Background: an optimization exercise with open tools, aiming at small area, a short achievable clock period and few clock cycles per item. Do not read the settings as production practice. No functional check of the RTL was part of any run shown here. Power and IR drop assume default switching activity.

==> flow/design.v (outline; a module is shown in full before it is edited, if it fits) <==
// module booth_multiplier: 1543 lines
module booth_multiplier #(
  parameter MUL_WIDTH = 32
) (
  input                        clk,
  input                        rst_n,
  input                        start,
  input                        sign,
  input      [  MUL_WIDTH-1:0] data_in1,
  input      [  MUL_WIDTH-1:0] data_in2,
  output     [2*MUL_WIDTH-1:0] data_out,
  output reg                   ready
);
  // ...
==> flow/flow/run.sh <==
#!/bin/bash
# Own layout flow: the standard layout (standard.sh) with one change to
# synthesis.  Yosys's synth is called with -noabc as well, which drops the
# generic "abc -fast" pass that runs before ORFS's full-adder extraction, so
# extract_fa sees the design's full adders as written and maps them without
# polarity inverters around the adder cells.  Everything else is unchanged:
# fsm and share are still skipped, the design is flattened and renamed the
# same way, and ABC still maps the remaining logic after adder extraction.
set -euo pipefail
sed 's/yosys synth -nofsm -noshare /yosys synth -nofsm -noshare -noabc /' synth_recipe.tcl > own_synth.tcl
grep -q -- '-noabc' own_synth.tcl
sed 's#synth_recipe\.tcl#own_synth.tcl#g' standard.sh > own_standard.sh
grep -q 'own_synth\.tcl' own_standard.sh
bash own_standard.sh > flow.log 2>&1
==> flow/standard.sh <==
#!/bin/bash
# synth_recipe.tcl (not shown) runs the flow's synth.tcl, then flattens the netlist and writes it again
# the make line also repeats each setting of config.mk as NAME=value (left out here)
make -C /OpenROAD-flow-scripts/flow DESIGN_CONFIG=/design/flow/config.mk WORK_HOME=/design/flow/orfs CLKGATE_MAP_FILE= SYNTH_SCRIPT=/design/flow/synth_recipe.tcl "${@:-finish}"
==> flow/config.mk <==
export PLATFORM = sky130hd
export DESIGN_NAME = booth_multiplier
export DESIGN_NICKNAME = booth_multiplier
export VERILOG_FILES = /design/flow/design.v
export SDC_FILE = /design/flow/constraint.sdc
export NUM_CORES = 4
export LEC_CHECK = 0
export CAP_MARGIN = 20
export CORE_MARGIN = 2
export CORE_UTILIZATION = 40
export SLEW_MARGIN = 20
==> flow/constraint.sdc <==
create_clock -name core_clock -period 5.0 [get_ports {clk}]
set_input_delay 1.0000 -clock core_clock [delete_from_list [all_inputs] [get_ports {clk}]]
set_output_delay 1.0000 -clock core_clock [all_outputs]
set_load 0.01 [all_outputs]
==> run_results.csv, run 1 <==
group,metric,value,unit
status,status,"failed layout checks",
status,check.faults,"negative setup slack",
power_and_ir_drop,powerDensity,920,mW/mm^2
finish,clock_area_share,3.00,%
grt,grt_overflow,0,
finish,buffers,399,
yosys,synth_fa_ha_area_share,30.2,%
yosys,synth_compound_area_share,25.0,%
drt,avgRoutedWirePerCell,29.0,um
timing,slew_headroom,47.6,%
clocking,cts_resized,92,
placed_design,postPlaceCellArea,0.0286,mm^2
clocking,cts_tree,"done",
placed_design,dp.cells,3479,
drt,drt-met1-wl,38.0,mm
finish,postLayoutCellArea,0.0299,mm^2
worst_setup_path,crit_fanout,3,
timing,setup_viol,6,
finish,largest_register_ffs,50,
grt,busiest_layer,"met2",
power_and_ir_drop,leakagePower,11.3,nW
yosys,syn_inst,2592,
finish,buffer_area_share,12.9,%
timing,worst_slack,-0.0597,ns
clocking,cts_hold_buf,0,
grt,use_met3,5.95,%
worst_setup_path,cp_num_buf_inv,2,
power_and_ir_drop,comb_power_share,78.6,%
finish,drive_gt1_share,15.9,%
power_and_ir_drop,pwr-share-clk,7.3,%
min_path,holdPathEnd,"lo_r[1]",
==> run 2: changes to the inputs <==
--- a/flow/design.v
+++ b/flow/design.v
@@ -1523,17 +1523,19 @@
   assign t1[61] = 1'b0;
   assign t2[61] = 1'b0;
   assign t0[62] = 1'b0;
   assign t1[62] = 1'b0;
   assign t2[62] = 1'b0;
   assign t0[63] = 1'b0;
   assign t1[63] = 1'b0;
   assign t2[63] = 1'b0;
-  assign data_out = {r0[45:0] + r1[45:0] + r2[45:0], lo_r};
+  wire [45:0] os0 = r0[45:0] ^ r1[45:0] ^ r2[45:0];
+  wire [45:0] oc0 = (r0[45:0] & r1[45:0]) | (r0[45:0] & r2[45:0]) | (r1[45:0] & r2[45:0]);
+  assign data_out = {os0 + {oc0[44:0], 1'b0}, lo_r};
   always @(posedge clk) begin
     a_r <= a_in;
     b_r <= b_in[33:17];
     if (!ready) lo_r <= lo_sum[17:0];
     if (!ready || start) begin
       r0 <= t0[49:0];
       r1 <= t1[49:0];
       r2 <= t2[49:0];
==> flow/flow/run.sh (replaced) <==
#!/bin/bash
# Own layout flow: the standard layout (standard.sh) with two changes.
#  1. Synthesis: Yosys's synth is also given -noabc, which drops the generic
#     "abc -fast" pass that runs before ORFS's full-adder extraction, so
#     extract_fa sees the design's full adders as written and maps them
#     without polarity inverters around the adder cells.  fsm and share are
#     still skipped, the design is flattened and renamed the same way, and ABC
#     still maps the remaining logic after adder extraction.
#  2. Port buffers: every input and output port still gets a buffer, but a
#     plain sky130_fd_sc_hd__buf_2 instead of the slow clkdlybuf4s50_1 that
#     buffer_ports picks by default.
# Each tool's output goes to flow.log here and to ORFS's own logs under orfs/logs.
set -euo pipefail
sed 's/yosys synth -nofsm -noshare /yosys synth -nofsm -noshare -noabc /' synth_recipe.tcl > own_synth.tcl
grep -q -- '-noabc' own_synth.tcl
sed -e 's#synth_recipe\.tcl#own_synth.tcl#g' \
    -e "s#CLKGATE_MAP_FILE= #CLKGATE_MAP_FILE= 'BUFFER_PORTS_ARGS=-buffer_cell sky130_fd_sc_hd__buf_2' #" \
    standard.sh > own_standard.sh
grep -q 'own_synth\.tcl' own_standard.sh
grep -q 'BUFFER_PORTS_ARGS' own_standard.sh
bash own_standard.sh > flow.log 2>&1
==> run 2 against run 1 <==
  * Still fails the layout checks on negative setup slack
  * Maximum frequency about the same
  * Synthesized cell count rose by 16%
  * Worst hold slack got worse by 0.30 ns
  * Clock power increased by about 20%
  * Sequential share of layout area down 1.2 points
  * Critical path depth up 3
  * Register-to-register slack worse by 0.29 ns
  * Sequential power decreased by 1%
  * Area after synthesis increased by 11%
  * Design area grew 6.4%
  * Sequential cell count unchanged
  * Largest power group unchanged
  * Highest routed layer is now met5
==> run_results.csv, run 2 <==
group,metric,value,unit
status,status,"failed layout checks",
status,check.faults,"negative setup slack",
drt,vias_per_cell,6.92,
yosys,avgSynthCellArea,9.20,um^2
yosys,yosysWarnings,1,
worst_setup_path,cp_num_buf_inv,5,
timing,finalWorstPathRequiredPeriod,5.06,ns
grt,grt_antenna_before_repair,3,
power_and_ir_drop,irDropWorstVdd,0.592,mV
clocking,path_clk_slew,0.06,ns
finish,fillers,6474,
yosys,synth_edf_count,163,
timing,finClkSkew,0.0372,ns
timing,worst_slack,-0.0563,ns
yosys,synth_nets,3487,
timing,slew_headroom,27.2,%
clocking,cts_made_buffers,28,
finish,syn_to_final_growth,15.3,%
grt,grtUsageTotal,35.6,%
drt,drc,0,
worst_setup_path,cp.arrival,4.06,ns
finish,drive_gt1_share,18.6,%
drt,avgRoutedWirePerCell,32.4,um
drt,antenna_left,0,
finish,largestRegisters,"r0 (50), r1 (48), r2 (47)",
timing,finalCritPeriodShare,101,%
run,max-cap-violations,0,
grt,grt_pass1_vias,26200,
worst_setup_path,start_kind,"flip-flop",
floorplanning,core_area,0.0685,mm^2
placed_design,hpwl,95.5,mm
power_and_ir_drop,leakagePower,11.7,nW
timing,setup-tns-final,-0.105,ns
grt,grt_overflow,0,
worst_setup_path,end_kind,"output port",
min_path,hp-start,"data_in2[18]",
yosys,ys_seq_area_share,21.4,%
finish,nNetsFinal,3552,
timing,clock.fmax,198,MHz
drt,vias,27500,
placed_design,postPlaceCellArea,0.0303,mm^2
yosys,yosys.area.top_type,"fa_1",
yosys,synth-seq-cells,213,
drt,finalWirelength,129,mm
finish,multi_input_area,0.0205,mm^2
worst_setup_path,reg2reg_depth,9,
placed_design,gp_congestion,1.01,
clocking,htree_num_levels,1,
finish,postLayoutCellArea,0.0318,mm^2
finish,regArea,0.00590,mm^2
min_path,hold_class,"in -> reg",
timing,drv_slew,0,
yosys,synth_cell_types,67,
drt,dr.pass1.iters,6,
yosys,synthTopCellsByArea,"fa_1 (24%), edfxtp_1 (18%), o21ai_0 (7.2%), a21oi_1 (5.5%), ha_1 (4.3%)",
floorplanning,rows,96,
drt,drtIter0Drc,4109,
yosys,synth_area,0.0276,mm^2
clocking,cts.sinks,213,
worst_setup_path,crit_required,4.00,ns
min_path,min_path_cells,1,
clocking,insertion_delay,0.60,ns
timing,rsz0062_at_grt,"yes",
yosys,synth_flop_cell,"edfxtp_1",
yosys,synth_most_common_cell,"o21ai_0",
yosys,netlist.area_leader.share,23.7,%
yosys,ys_top_cells_by_count,"o21ai_0 (398), fa_1 (326), a21oi_1 (301), clkbuf_1 (224), o22ai_1 (174)",
placed_design,portBuffers,132,
min_path,holdPathEnd,"b_r[18]",
worst_setup_path,worstPathCellList,"fa_1 > ha_4 > buf_6 > o21a_1 > o211ai_1 > buf_4 > a211oi_4 > o211ai_2 > a21oi_4 > a31oi_4 > buf_12 > buf_8 > o31ai_4 > nor2_2 > xnor2_1 > buf_2",
worst_setup_path,max_stage_delay,0.56,ns
finish,instances_no_fill,3967,
timing,finalHoldViolCount,0,
worst_setup_path,r2r_start,"ready",
finish,largest_register_ffs,50,
worst_setup_path,reg2reg_slack,0.20,ns
grt,grt_pass1_wl,185,mm
worst_setup_path,worstReg2RegEnd,"r2[21]",
clocking,cts_tree,"done",
worst_setup_path,path_class,"reg -> out",
worst_setup_path,cpLargestDelayFamily,"compound AO/OA/AOI/OAI gates",
floorplanning,io_pins,133,
finish,final_common_cell,"o21ai_0",
placed_design,dp.cells,3895,
floorplanning,fp.dieW,267,um
floorplanning,die_area,0.0711,mm^2
grt,grt_max_degree,103,
power_and_ir_drop,powerDensity,863,mW/mm^2
floorplanning,die_y,267,um
clocking,cts.path.max_buffers,3,
floorplanning,start_util,40.3,%
clocking,cts_root_buf,"clkbuf_16",
finish,layout_common_cells,"o21ai_0 (392), fa_1 (322), a21oi_1 (294)",
timing,setup_viol,3,
timing,tightestPinTransition,1.09,ns
worst_setup_path,crit_fanout,5,
yosys,async_reset_ff_share,0,%
finish,regMostFlops,"r0",
yosys,syn_inst,2998,
worst_setup_path,cpMaxStageDelayCell,"fa_1",
finish,antenna_cells,0,
==> run 2: what timing repair did <==
action | 4_1_cts | 5_1_grt
buffers inserted | 13 | 7
pin swaps | 21 | 17
hold buffers | 0 | 0
endpoints found under the setup margin | 19 | 17
resized for setup | 31 | 24
==> run 2: how the worst max path moves through the flow <==
stage | startpoint | endpoint | slack, ns | cells past startpoint
2_1_floorplan | ready | r2[22] | 0.12 | 12
3_3_place_gp | r0[3] | data_out[52] | -0.09 | 12
3_5_place_dp | ready | r2[21] | 0.04 | 10
4_1_cts | r1[1] | data_out[61] | -0.06 | 15
5_1_grt | r2[8] | data_out[57] | -0.21 | 16
6_report | r2[8] | data_out[57] | -0.06 | 16
==> run 2: per-layer routing <==
metal / wire (um) / GRT usage [%] / up-vias
met1: 48200 / 45.4 / 13700
met3: 12700 / 6.32 / 379
li1: - / - / 11500
met4: 9810 / 21.9 / 2
met5: 18 / 0 / -
met2: 58000 / 56.2 / 1954
==> run 2: cell type report <==
class	count	area share (%)
inverter	61	0.720
clock inverter	18	0.870
timing repair buffer	382	9.39
tap	882	3.47
sequential	213	18.6
multi-input combinational	2377	64.4
clock buffer	34	2.54
==> run 2: power breakdown <==
part / internal [mW] / switching, mW
combinational: 8.88 / 12.3
clock: 1.51 / 0.892
sequential: 3.27 / 0.570
==> run 2: cell families after synthesis <==
logic type / count (synthesis) / synth area share, %
adder cells (fa/ha/maj): 421 / 28.0
flip-flops: 213 / 21.4
AND/OR/NAND/NOR: 452 / 7.88
AO/OA/AOI/OAI: 1313 / 29.9
buffers and inverters: 408 / 6.17
multiplexers: 83 / 3.28
XOR/XNOR: 108 / 3.43
==> run 2: metrics by stage <==
step	hold WS [ns]	setup WS, ns	power (mW)	utilization (%)
2_1_floorplan	0.595	0.117	15.6	-
3_3_place_gp	0.660	-0.0892	23.3	44.2
3_5_place_dp	0.655	0.0361	23.5	44.2
4_1_cts	0.482	-0.0641	26.8	46.2
5_1_grt	0.493	-0.209	29.2	46.4
6_report	0.503	-0.0563	27.4	46.4

-- port drivers added, routing unchanged --
No port has a modelled driver above. Below, the same layouts with a new extraction and two added sets of constraints. Step 1 assumes that a clkbuf_16 drives the clock port and a buf_2 every other input. Step 2, shift: input delay + t, output delay - t, t = (earliest + latest rising clock arrival at the registers) / 2. This alone moves slack from input paths to output paths. Slacks: ideal / step 1 / step 2; pairs: ideal / step 1.
run	t (ns)	slack for setup (ns)	clock arrival spread, ns
run 1	0.640	-0.060 / -0.123 / -0.174	0.040 / 0.040
run 2	0.650	-0.056 / -0.124 / -0.061	0.041 / 0.040
For run 1, which loses most, drivers alone change the setup slack by -0.063 ns; drivers and shift together by -0.114 ns.
